This is an optimization exercise on Yosys and OpenROAD, whose aim is small area, a short achievable clock period and few clock cycles, not a production implementation.
The RTL was checked by simulation tests, not by an equivalence proof against the original design.

==> job 8986 <==
// speedflow_core
module speedflow_core(
    input               clk,
    input               rst,
    output wire [31:0]  imem_addr,
    input       [31:0]  imem_rdata,
    output wire [31:0]  dmem_addr,
    output wire [3:0]   dmem_wstrb,
    output wire [31:0]  dmem_wdata,
    input       [31:0]  dmem_rdata
);
    reg  [29:0] pc_f;            
    reg         d_valid;
    reg  [31:0] d_ir;
    reg  [29:0] d_pc;
    reg         d_hit0, d_hit1;  
    reg         d_lui, d_auipc, d_jal, d_jalr, d_br, d_load, d_store, d_opimm, d_op, d_sys, d_taken;
    reg  [31:0] e_a, e_b, e_s;   
    reg  [29:0] e_alt;           
    reg         e_we, e_load, e_store, e_jalr, e_ecall, e_mret, e_csr;
    reg  [4:0]  e_rd;
    reg  [2:0]  e_f3;
    reg         e_sub, e_sra;
    reg         e_r_add, e_r_sll, e_r_slt, e_r_sltu, e_r_xor, e_r_sr, e_r_or, e_r_and, e_r_link, e_r_csr;
    reg         e_fa_m, e_fa_w, e_fa_n, e_fb_m, e_fb_w, e_fb_n, e_fs_m, e_fs_w, e_fs_n, e_fs_l;
    reg         e_skip1;         
    reg         kill1;           
    reg         e_ceq1, e_ceq0, e_clt1, e_clt0, e_cltu1, e_cltu0;  
    reg         kill;            
    reg  [3:0]  e_csel;          
    reg  [31:0] m_res;
    reg         m_we, m_load;
    reg  [4:0]  m_rd;
    reg  [2:0]  m_f3;
    reg  [3:0]  m_wstrb;
    reg  [31:0] m_wdata;
    reg  [31:0] w_val;
    reg         w_we;
    reg  [4:0]  w_rd;
    reg  [31:0] mstatus, mtvec, mepc, mcause;
    reg         b_v0, b_v1, b_rr;
    reg  [7:0]  b_tag0, b_tag1;
    reg  [11:0] b_tgt0, b_tgt1;
    assign imem_addr = {pc_f, 2'b00};
    wire hit0 = b_v0 && (b_tag0 == pc_f[7:0]);
    wire hit1 = b_v1 && (b_tag1 == pc_f[7:0]) && !hit0;
    wire [29:0] pc_f1 = pc_f + 30'd1;
    wire [29:0] pc_pred = hit0 ? {pc_f[29:12], b_tgt0} :
  ...
clock: 11.0 ns
lec_check: 0
cap_margin: 20
core_margin: 2
core_utilization: 40
place_density: 0.6
slew_margin: 20
standard.sh (not shown) runs the stock make flow with config.mk's settings and CLKGATE_MAP_FILE= SYNTH_SCRIPT=/design/flow/synth_recipe.tcl, a recipe that flattens the netlist after the stock synthesis.
==> flow/flow/run.sh <==
#!/bin/bash
set -euo pipefail
bash standard.sh SETUP_SLACK_MARGIN=7 finish > flow_make.log 2>&1
==> inputs of job 769, as changes to job 8986 <==
--- a/flow/design.v
+++ b/flow/design.v
@@ -87,19 +87,17 @@
     reg         d_lui, d_auipc, d_jal, d_jalr, d_br, d_load, d_store, d_opimm, d_op, d_sys, d_taken;
     reg  [31:0] e_a, e_b, e_s;   
     reg  [29:0] e_alt;           
     reg         e_we, e_load, e_store, e_jalr, e_ecall, e_mret, e_csr;
     reg  [4:0]  e_rd;
     reg  [2:0]  e_f3;
     reg         e_sub, e_sra;
     reg         e_r_add, e_r_sll, e_r_slt, e_r_sltu, e_r_xor, e_r_sr, e_r_or, e_r_and, e_r_link, e_r_csr;
-    reg         e_fa_m, e_fa_w, e_fa_n, e_fb_m, e_fb_w, e_fb_n, e_fs_m, e_fs_w, e_fs_n, e_fs_l;
-    reg         e_skip1;         
-    reg         kill1;           
+    reg         e_fa_m, e_fa_w, e_fa_n, e_fb_m, e_fb_w, e_fb_n, e_fs_m, e_fs_w, e_fs_n;
     reg         e_ceq1, e_ceq0, e_clt1, e_clt0, e_cltu1, e_cltu0;  
     reg         kill;            
     reg  [3:0]  e_csel;          
     reg  [31:0] m_res;
     reg         m_we, m_load;
     reg  [4:0]  m_rd;
     reg  [2:0]  m_f3;
     reg  [3:0]  m_wstrb;
@@ -165,29 +163,24 @@
         .rd1 (rf1),
         .rd2 (rf2),
         .we  (w_we),
         .wa  (w_rd),
         .wd  (w_val)
     );
     wire [31:0] r1 = (w_we && w_rd == rs1) ? w_val : rf1;
     wire [31:0] r2 = (w_we && w_rd == rs2) ? w_val : rf2;
-    wire e_we_v   = e_we && !kill1;
-    wire e_load_v = e_load && !kill1;
-    wire m1 = e_we_v && (e_rd == rs1);    
-    wire m2 = e_we_v && (e_rd == rs2);
+    wire m1 = e_we && (e_rd == rs1);    
+    wire m2 = e_we && (e_rd == rs2);
     wire w1 = m_we && (m_rd == rs1);
     wire w2 = m_we && (m_rd == rs2);
-    wire stall = dv && e_load_v && ((use1 && m1) || ((is_br || is_op) && m2));
-    wire skip1 = is_br && (d_ir[31:25] == 7'd0) && (d_ir[11:7] == 5'b01000);
-    wire d_simple = !(d_br || d_jal || d_jalr || d_sys || d_hit0 || d_hit1);
+    wire stall = dv && e_load && ((use1 && m1) || (use2 && m2));
     wire [31:0] a = ({32{e_fa_m}} & m_res) | ({32{e_fa_w}} & w_val) | ({32{e_fa_n}} & e_a);
     wire [31:0] b = ({32{e_fb_m}} & m_res) | ({32{e_fb_w}} & w_val) | ({32{e_fb_n}} & e_b);
-    wire [31:0] ldata;
-    wire [31:0] s = ({32{e_fs_m}} & m_res) | ({32{e_fs_w}} & w_val) | ({32{e_fs_n}} & e_s) | ({32{e_fs_l}} & ldata);
+    wire [31:0] s = ({32{e_fs_m}} & m_res) | ({32{e_fs_w}} & w_val) | ({32{e_fs_n}} & e_s);
     wire [31:0] sum;
     ks_add #(.N(32), .L(5)) u_add(.a(a), .b(b ^ {32{e_sub}}), .ci(e_sub), .s(sum));
     wire ltu, lt;
     lt_cmp #(.N(32), .L(5)) u_ltu(.a(a), .b(b), .lt(ltu));
     lt_cmp #(.N(32), .L(5)) u_lt(.a({~a[31], a[30:0]}), .b({~b[31], b[30:0]}), .lt(lt));
     wire        eq  = (a == b);
     wire [31:0] sll_r = a << b[4:0];
     wire [31:0] sr_r  = (a >> b[4:0]) | ({32{e_sra & a[31]}} & ~(32'hffffffff >> b[4:0]));
@@ -198,22 +191,19 @@
                       ({32{e_r_slt}}  & {31'd0, lt}) |
                       ({32{e_r_sltu}} & {31'd0, ltu}) |
                       ({32{e_r_xor}}  & (a ^ b)) |
                       ({32{e_r_sr}}   & sr_r) |
                       ({32{e_r_or}}   & (a | b)) |
                       ({32{e_r_and}}  & (a & b)) |
                       ({32{e_r_link}} & e_s) |
                       ({32{e_r_csr}}  & csr_old);
-    wire killE    = kill || kill1;
-    wire nul_ok   = e_skip1 && d_valid && !kill && d_simple;
-    wire br_raw   = !killE && ((e_ceq1 & eq) | (e_ceq0 & !eq) | (e_clt1 & lt) | (e_clt0 & !lt) |
+    wire br_miss  = !kill && ((e_ceq1 & eq) | (e_ceq0 & !eq) | (e_clt1 & lt) | (e_clt0 & !lt) |
                               (e_cltu1 & ltu) | (e_cltu0 & !ltu));
-    wire br_miss  = br_raw && !nul_ok;
-    wire ex_jump  = !killE && (e_jalr || e_ecall || e_mret);
+    wire ex_jump  = !kill && (e_jalr || e_ecall || e_mret);
     wire ex_redir = br_miss || ex_jump;
     wire [29:0] ex_tgt = e_jalr  ? sum[31:2] :
                          e_ecall ? mtvec[31:2] :
                          e_mret  ? mepc[31:2] : e_alt;
     wire [31:0] csr_new = (e_f3[1:0] == 2'b01) ? a :
                           (e_f3[1:0] == 2'b10) ? (csr_old | a) : (csr_old & ~a);
     reg [3:0] strb;
     always @(*) begin
@@ -224,29 +214,35 @@
         endcase
     end
     wire [31:0] wdata = (e_f3[1:0] == 2'b00) ? {4{s[7:0]}} :
                         (e_f3[1:0] == 2'b01) ? {2{s[15:0]}} : s;
     assign dmem_addr  = m_res;
     assign dmem_wstrb = m_wstrb;
     assign dmem_wdata = m_wdata;
     wire [31:0] rword = dmem_rdata >> {m_res[1:0], 3'b000};
-    assign ldata = (m_f3[1:0] == 2'b00) ? {{24{rword[7] & !m_f3[2]}}, rword[7:0]} :
-                   (m_f3[1:0] == 2'b01) ? {{16{rword[15] & !m_f3[2]}}, rword[15:0]} : rword;
+    reg  [31:0] ldata;
+    always @(*) begin
+        case (m_f3)
+            3'b000:  ldata = {{24{rword[7]}}, rword[7:0]};
+            3'b001:  ldata = {{16{rword[15]}}, rword[15:0]};
+            3'b100:  ldata = {24'd0, rword[7:0]};
+            3'b101:  ldata = {16'd0, rword[15:0]};
+            default: ldata = rword;
+        endcase
+    end
     wire [29:0] pc_n0 = stall ? pc_f : mismatch ? d_next : pc_pred;
     always @(posedge clk) begin
         if (rst) begin
             pc_f    <= 32'h80000000 >> 2;
             d_valid <= 1'b0;
             kill    <= 1'b0;
-            kill1   <= 1'b0;
         end else begin
             pc_f    <= ex_redir ? ex_tgt : pc_n0;
             kill    <= ex_redir;
-            kill1   <= br_raw && nul_ok;
             if (!stall) d_valid <= !mismatch;
         end
     end
     always @(posedge clk) begin
         if (!stall) begin
             d_ir   <= imem_rdata;
             d_pc   <= pc_f;
             d_hit0 <= hit0;
@@ -287,23 +283,22 @@
             end
         end
     end
     wire fa = use1 && !(is_csr && f3[2]);
     wire fb = is_op || is_br;
     wire go = dv && !stall;
     always @(posedge clk) begin
         if (rst) begin
-            e_we <= 1'b0; e_load <= 1'b0; e_store <= 1'b0; e_skip1 <= 1'b0;
+            e_we <= 1'b0; e_load <= 1'b0; e_store <= 1'b0;
             e_ceq1 <= 1'b0; e_ceq0 <= 1'b0; e_clt1 <= 1'b0; e_clt0 <= 1'b0; e_cltu1 <= 1'b0; e_cltu0 <= 1'b0;
             e_jalr <= 1'b0; e_ecall <= 1'b0; e_mret <= 1'b0; e_csr <= 1'b0;
         end else begin
             e_we    <= go && wr;
             e_load  <= go && is_load;
-            e_skip1 <= go && skip1;
             e_store <= go && is_store;
             e_jalr  <= go && is_jalr;
             e_ecall <= go && is_ecall;
             e_mret  <= go && is_mret;
             e_csr   <= go && is_csr;
             e_ceq1  <= go && is_br && (f3[2:1] == 2'b00) && !(f3[0] ^ d_taken);
             e_ceq0  <= go && is_br && (f3[2:1] == 2'b00) &&  (f3[0] ^ d_taken);
             e_clt1  <= go && is_br && (f3[2:1] == 2'b10) && !(f3[0] ^ d_taken);
@@ -338,47 +333,46 @@
         e_csel   <= {d_ir[31:20] == 12'h342, d_ir[31:20] == 12'h341,
                      d_ir[31:20] == 12'h305, d_ir[31:20] == 12'h300};
         e_fa_m <= fa && m1;
         e_fa_w <= fa && !m1 && w1;
         e_fa_n <= !(fa && (m1 || w1));
         e_fb_m <= fb && m2;
         e_fb_w <= fb && !m2 && w2;
         e_fb_n <= !(fb && (m2 || w2));
-        e_fs_m <= is_store && m2 && !e_load;
-        e_fs_l <= is_store && m2 && e_load;
+        e_fs_m <= is_store && m2;
         e_fs_w <= is_store && !m2 && w2;
         e_fs_n <= !(is_store && (m2 || w2));
     end
     always @(posedge clk) begin
         if (rst) begin
             mstatus <= 32'd0;
             mtvec   <= 32'd0;
             mepc    <= 32'd0;
             mcause  <= 32'd0;
-        end else if (killE) begin
+        end else if (kill) begin
         end else if (e_ecall) begin
             mepc    <= {e_a[31:2], 2'b00};
             mcause  <= 32'd11;
         end else if (e_csr) begin
             if (e_csel[0]) mstatus <= csr_new;
             if (e_csel[1]) mtvec   <= csr_new;
             if (e_csel[2]) mepc    <= csr_new;
             if (e_csel[3]) mcause  <= csr_new;
         end
     end
     always @(posedge clk) begin
         if (rst) begin
             m_we    <= 1'b0;
             m_load  <= 1'b0;
             m_wstrb <= 4'b0000;
         end else begin
-            m_we    <= e_we && !killE;
+            m_we    <= e_we && !kill;
             m_load  <= e_load;
-            m_wstrb <= (e_store && !killE) ? strb : 4'b0000;
+            m_wstrb <= (e_store && !kill) ? strb : 4'b0000;
         end
     end
     always @(posedge clk) begin
         m_res   <= res;
         m_rd    <= e_rd;
         m_f3    <= e_f3;
         m_wdata <= wdata;
     end
==> flow/run.sh (new file) <==
#!/bin/bash
# synth_recipe.tcl (not shown) runs the flow's synth.tcl, then flattens the netlist and writes it again
# the make line also repeats each setting of config.mk as NAME=value (left out here)
make -C /OpenROAD-flow-scripts/flow DESIGN_CONFIG=/design/flow/config.mk WORK_HOME=/design/flow/orfs CLKGATE_MAP_FILE= SYNTH_SCRIPT=/design/flow/synth_recipe.tcl finish
SETUP_SLACK_MARGIN = 5   (was unset)
removed: flow/flow/run.sh
removed: flow/standard.sh
==> inputs of job 1686, as changes to job 8986 <==
--- a/flow/design.v
+++ b/flow/design.v
@@ -87,19 +87,17 @@
     reg         d_lui, d_auipc, d_jal, d_jalr, d_br, d_load, d_store, d_opimm, d_op, d_sys, d_taken;
     reg  [31:0] e_a, e_b, e_s;   
     reg  [29:0] e_alt;           
     reg         e_we, e_load, e_store, e_jalr, e_ecall, e_mret, e_csr;
     reg  [4:0]  e_rd;
     reg  [2:0]  e_f3;
     reg         e_sub, e_sra;
     reg         e_r_add, e_r_sll, e_r_slt, e_r_sltu, e_r_xor, e_r_sr, e_r_or, e_r_and, e_r_link, e_r_csr;
-    reg         e_fa_m, e_fa_w, e_fa_n, e_fb_m, e_fb_w, e_fb_n, e_fs_m, e_fs_w, e_fs_n, e_fs_l;
-    reg         e_skip1;         
-    reg         kill1;           
+    reg         e_fa_m, e_fa_w, e_fa_n, e_fb_m, e_fb_w, e_fb_n, e_fs_m, e_fs_w, e_fs_n;
     reg         e_ceq1, e_ceq0, e_clt1, e_clt0, e_cltu1, e_cltu0;  
     reg         kill;            
     reg  [3:0]  e_csel;          
     reg  [31:0] m_res;
     reg         m_we, m_load;
     reg  [4:0]  m_rd;
     reg  [2:0]  m_f3;
     reg  [3:0]  m_wstrb;
@@ -165,29 +163,24 @@
         .rd1 (rf1),
         .rd2 (rf2),
         .we  (w_we),
         .wa  (w_rd),
         .wd  (w_val)
     );
     wire [31:0] r1 = (w_we && w_rd == rs1) ? w_val : rf1;
     wire [31:0] r2 = (w_we && w_rd == rs2) ? w_val : rf2;
-    wire e_we_v   = e_we && !kill1;
-    wire e_load_v = e_load && !kill1;
-    wire m1 = e_we_v && (e_rd == rs1);    
-    wire m2 = e_we_v && (e_rd == rs2);
+    wire m1 = e_we && (e_rd == rs1);    
+    wire m2 = e_we && (e_rd == rs2);
     wire w1 = m_we && (m_rd == rs1);
     wire w2 = m_we && (m_rd == rs2);
-    wire stall = dv && e_load_v && ((use1 && m1) || ((is_br || is_op) && m2));
-    wire skip1 = is_br && (d_ir[31:25] == 7'd0) && (d_ir[11:7] == 5'b01000);
-    wire d_simple = !(d_br || d_jal || d_jalr || d_sys || d_hit0 || d_hit1);
+    wire stall = dv && e_load && ((use1 && m1) || (use2 && m2));
     wire [31:0] a = ({32{e_fa_m}} & m_res) | ({32{e_fa_w}} & w_val) | ({32{e_fa_n}} & e_a);
     wire [31:0] b = ({32{e_fb_m}} & m_res) | ({32{e_fb_w}} & w_val) | ({32{e_fb_n}} & e_b);
-    wire [31:0] ldata;
-    wire [31:0] s = ({32{e_fs_m}} & m_res) | ({32{e_fs_w}} & w_val) | ({32{e_fs_n}} & e_s) | ({32{e_fs_l}} & ldata);
+    wire [31:0] s = ({32{e_fs_m}} & m_res) | ({32{e_fs_w}} & w_val) | ({32{e_fs_n}} & e_s);
     wire [31:0] sum;
     ks_add #(.N(32), .L(5)) u_add(.a(a), .b(b ^ {32{e_sub}}), .ci(e_sub), .s(sum));
     wire ltu, lt;
     lt_cmp #(.N(32), .L(5)) u_ltu(.a(a), .b(b), .lt(ltu));
     lt_cmp #(.N(32), .L(5)) u_lt(.a({~a[31], a[30:0]}), .b({~b[31], b[30:0]}), .lt(lt));
     wire        eq  = (a == b);
     wire [31:0] sll_r = a << b[4:0];
     wire [31:0] sr_r  = (a >> b[4:0]) | ({32{e_sra & a[31]}} & ~(32'hffffffff >> b[4:0]));
@@ -198,22 +191,19 @@
                       ({32{e_r_slt}}  & {31'd0, lt}) |
                       ({32{e_r_sltu}} & {31'd0, ltu}) |
                       ({32{e_r_xor}}  & (a ^ b)) |
                       ({32{e_r_sr}}   & sr_r) |
                       ({32{e_r_or}}   & (a | b)) |
                       ({32{e_r_and}}  & (a & b)) |
                       ({32{e_r_link}} & e_s) |
                       ({32{e_r_csr}}  & csr_old);
-    wire killE    = kill || kill1;
-    wire nul_ok   = e_skip1 && d_valid && !kill && d_simple;
-    wire br_raw   = !killE && ((e_ceq1 & eq) | (e_ceq0 & !eq) | (e_clt1 & lt) | (e_clt0 & !lt) |
+    wire br_miss  = !kill && ((e_ceq1 & eq) | (e_ceq0 & !eq) | (e_clt1 & lt) | (e_clt0 & !lt) |
                               (e_cltu1 & ltu) | (e_cltu0 & !ltu));
-    wire br_miss  = br_raw && !nul_ok;
-    wire ex_jump  = !killE && (e_jalr || e_ecall || e_mret);
+    wire ex_jump  = !kill && (e_jalr || e_ecall || e_mret);
     wire ex_redir = br_miss || ex_jump;
     wire [29:0] ex_tgt = e_jalr  ? sum[31:2] :
                          e_ecall ? mtvec[31:2] :
                          e_mret  ? mepc[31:2] : e_alt;
     wire [31:0] csr_new = (e_f3[1:0] == 2'b01) ? a :
                           (e_f3[1:0] == 2'b10) ? (csr_old | a) : (csr_old & ~a);
     reg [3:0] strb;
     always @(*) begin
@@ -224,29 +214,35 @@
         endcase
     end
     wire [31:0] wdata = (e_f3[1:0] == 2'b00) ? {4{s[7:0]}} :
                         (e_f3[1:0] == 2'b01) ? {2{s[15:0]}} : s;
     assign dmem_addr  = m_res;
     assign dmem_wstrb = m_wstrb;
     assign dmem_wdata = m_wdata;
     wire [31:0] rword = dmem_rdata >> {m_res[1:0], 3'b000};
-    assign ldata = (m_f3[1:0] == 2'b00) ? {{24{rword[7] & !m_f3[2]}}, rword[7:0]} :
-                   (m_f3[1:0] == 2'b01) ? {{16{rword[15] & !m_f3[2]}}, rword[15:0]} : rword;
+    reg  [31:0] ldata;
+    always @(*) begin
+        case (m_f3)
+            3'b000:  ldata = {{24{rword[7]}}, rword[7:0]};
+            3'b001:  ldata = {{16{rword[15]}}, rword[15:0]};
+            3'b100:  ldata = {24'd0, rword[7:0]};
+            3'b101:  ldata = {16'd0, rword[15:0]};
+            default: ldata = rword;
+        endcase
+    end
     wire [29:0] pc_n0 = stall ? pc_f : mismatch ? d_next : pc_pred;
     always @(posedge clk) begin
         if (rst) begin
             pc_f    <= 32'h80000000 >> 2;
             d_valid <= 1'b0;
             kill    <= 1'b0;
-            kill1   <= 1'b0;
         end else begin
             pc_f    <= ex_redir ? ex_tgt : pc_n0;
             kill    <= ex_redir;
-            kill1   <= br_raw && nul_ok;
             if (!stall) d_valid <= !mismatch;
         end
     end
     always @(posedge clk) begin
         if (!stall) begin
             d_ir   <= imem_rdata;
             d_pc   <= pc_f;
             d_hit0 <= hit0;
@@ -287,23 +283,22 @@
             end
         end
     end
     wire fa = use1 && !(is_csr && f3[2]);
     wire fb = is_op || is_br;
     wire go = dv && !stall;
     always @(posedge clk) begin
         if (rst) begin
-            e_we <= 1'b0; e_load <= 1'b0; e_store <= 1'b0; e_skip1 <= 1'b0;
+            e_we <= 1'b0; e_load <= 1'b0; e_store <= 1'b0;
             e_ceq1 <= 1'b0; e_ceq0 <= 1'b0; e_clt1 <= 1'b0; e_clt0 <= 1'b0; e_cltu1 <= 1'b0; e_cltu0 <= 1'b0;
             e_jalr <= 1'b0; e_ecall <= 1'b0; e_mret <= 1'b0; e_csr <= 1'b0;
         end else begin
             e_we    <= go && wr;
             e_load  <= go && is_load;
-            e_skip1 <= go && skip1;
             e_store <= go && is_store;
             e_jalr  <= go && is_jalr;
             e_ecall <= go && is_ecall;
             e_mret  <= go && is_mret;
             e_csr   <= go && is_csr;
             e_ceq1  <= go && is_br && (f3[2:1] == 2'b00) && !(f3[0] ^ d_taken);
             e_ceq0  <= go && is_br && (f3[2:1] == 2'b00) &&  (f3[0] ^ d_taken);
             e_clt1  <= go && is_br && (f3[2:1] == 2'b10) && !(f3[0] ^ d_taken);
@@ -338,47 +333,46 @@
         e_csel   <= {d_ir[31:20] == 12'h342, d_ir[31:20] == 12'h341,
                      d_ir[31:20] == 12'h305, d_ir[31:20] == 12'h300};
         e_fa_m <= fa && m1;
         e_fa_w <= fa && !m1 && w1;
         e_fa_n <= !(fa && (m1 || w1));
         e_fb_m <= fb && m2;
         e_fb_w <= fb && !m2 && w2;
         e_fb_n <= !(fb && (m2 || w2));
-        e_fs_m <= is_store && m2 && !e_load;
-        e_fs_l <= is_store && m2 && e_load;
+        e_fs_m <= is_store && m2;
         e_fs_w <= is_store && !m2 && w2;
         e_fs_n <= !(is_store && (m2 || w2));
     end
     always @(posedge clk) begin
         if (rst) begin
             mstatus <= 32'd0;
             mtvec   <= 32'd0;
             mepc    <= 32'd0;
             mcause  <= 32'd0;
-        end else if (killE) begin
+        end else if (kill) begin
         end else if (e_ecall) begin
             mepc    <= {e_a[31:2], 2'b00};
             mcause  <= 32'd11;
         end else if (e_csr) begin
             if (e_csel[0]) mstatus <= csr_new;
             if (e_csel[1]) mtvec   <= csr_new;
             if (e_csel[2]) mepc    <= csr_new;
             if (e_csel[3]) mcause  <= csr_new;
         end
     end
     always @(posedge clk) begin
         if (rst) begin
             m_we    <= 1'b0;
             m_load  <= 1'b0;
             m_wstrb <= 4'b0000;
         end else begin
-            m_we    <= e_we && !killE;
+            m_we    <= e_we && !kill;
             m_load  <= e_load;
-            m_wstrb <= (e_store && !killE) ? strb : 4'b0000;
+            m_wstrb <= (e_store && !kill) ? strb : 4'b0000;
         end
     end
     always @(posedge clk) begin
         m_res   <= res;
         m_rd    <= e_rd;
         m_f3    <= e_f3;
         m_wdata <= wdata;
     end
==> flow_summary_export.csv <==
group,metric,value,unit
outcome,outcome,"finished clean",
final_layout,multi_input_area,39000,um^2
clock_tree,clock_latency,0.88,ns
final_layout,n_sequential_cell,1564,
power_and_ir_drop,comb_power_share,18.1,%
final_layout,nNetsFinal,7116,
final_layout,nMultiInputCombCells,4441,
final_layout,nClkBuffers,215,
(the above is from job 8986)
==> flow_summary_export.csv <==
group,metric,value,unit
outcome,outcome,"finished clean",
final_layout,nMultiInputCombCells,4274,
final_layout,nClkBuffers,225,
final_layout,nNetsFinal,7009,
final_layout,n_sequential_cell,1561,
final_layout,multi_input_area,38800,um^2
clock_tree,clock_latency,0.88,ns
(the above is from job 1686)
==> flow_summary_export.csv <==
group,metric,value,unit
outcome,outcome,"finished clean",
clock_tree,clock_latency,0.87,ns
final_layout,n_sequential_cell,1561,
final_layout,multi_input_area,37500,um^2
power_and_ir_drop,comb_power_share,17.0,%
final_layout,nMultiInputCombCells,4273,
final_layout,nClkBuffers,210,
(the above is from job 769)
Testbench counts of job 8986, summed over its fixed seeds: cycles 110,407.
Testbench counts of job 769, summed over its fixed seeds: cycles 113,962.
Testbench counts of job 1686, summed over its fixed seeds: cycles 113,962.

## re-timing with driven ports
The flow's constraints put no driver on any port. The routed layouts listed below were extracted and timed again, unchanged, in two steps. Step 1 sets driving cells, clkbuf_16 on the clock port and buf_2 on the other inputs (assumed; they add their load-dependent delay and slew). Step 2 also shifts input and output timing later by t, the mid clock arrival at the registers, as if the neighbouring blocks saw the same clock. Three values: ideal, step 1, step 2; two values: the first two.
run | shift t [ns] | slack for setup (ns) | worst setup path after step 2 | latest minus earliest clock arrival (ns) | worst data-port slew with drivers (ns)
job 8986 | 0.943 | 6.045 / 6.045 / 6.045 | register to register | 0.048 / 0.048 | 0.08
job 769 | 0.925 | 4.987 / 4.987 / 4.987 | register to register | 0.059 / 0.059 | 0.11
job 1686 | 0.939 | 6.402 / 6.402 / 6.093 | input to register | 0.087 / 0.087 | 0.10
After both steps setup and hold are still met in every run listed. The setup slack of job 1686, which loses most, moves by 0.000 ns with the drivers and by -0.309 ns with both steps.
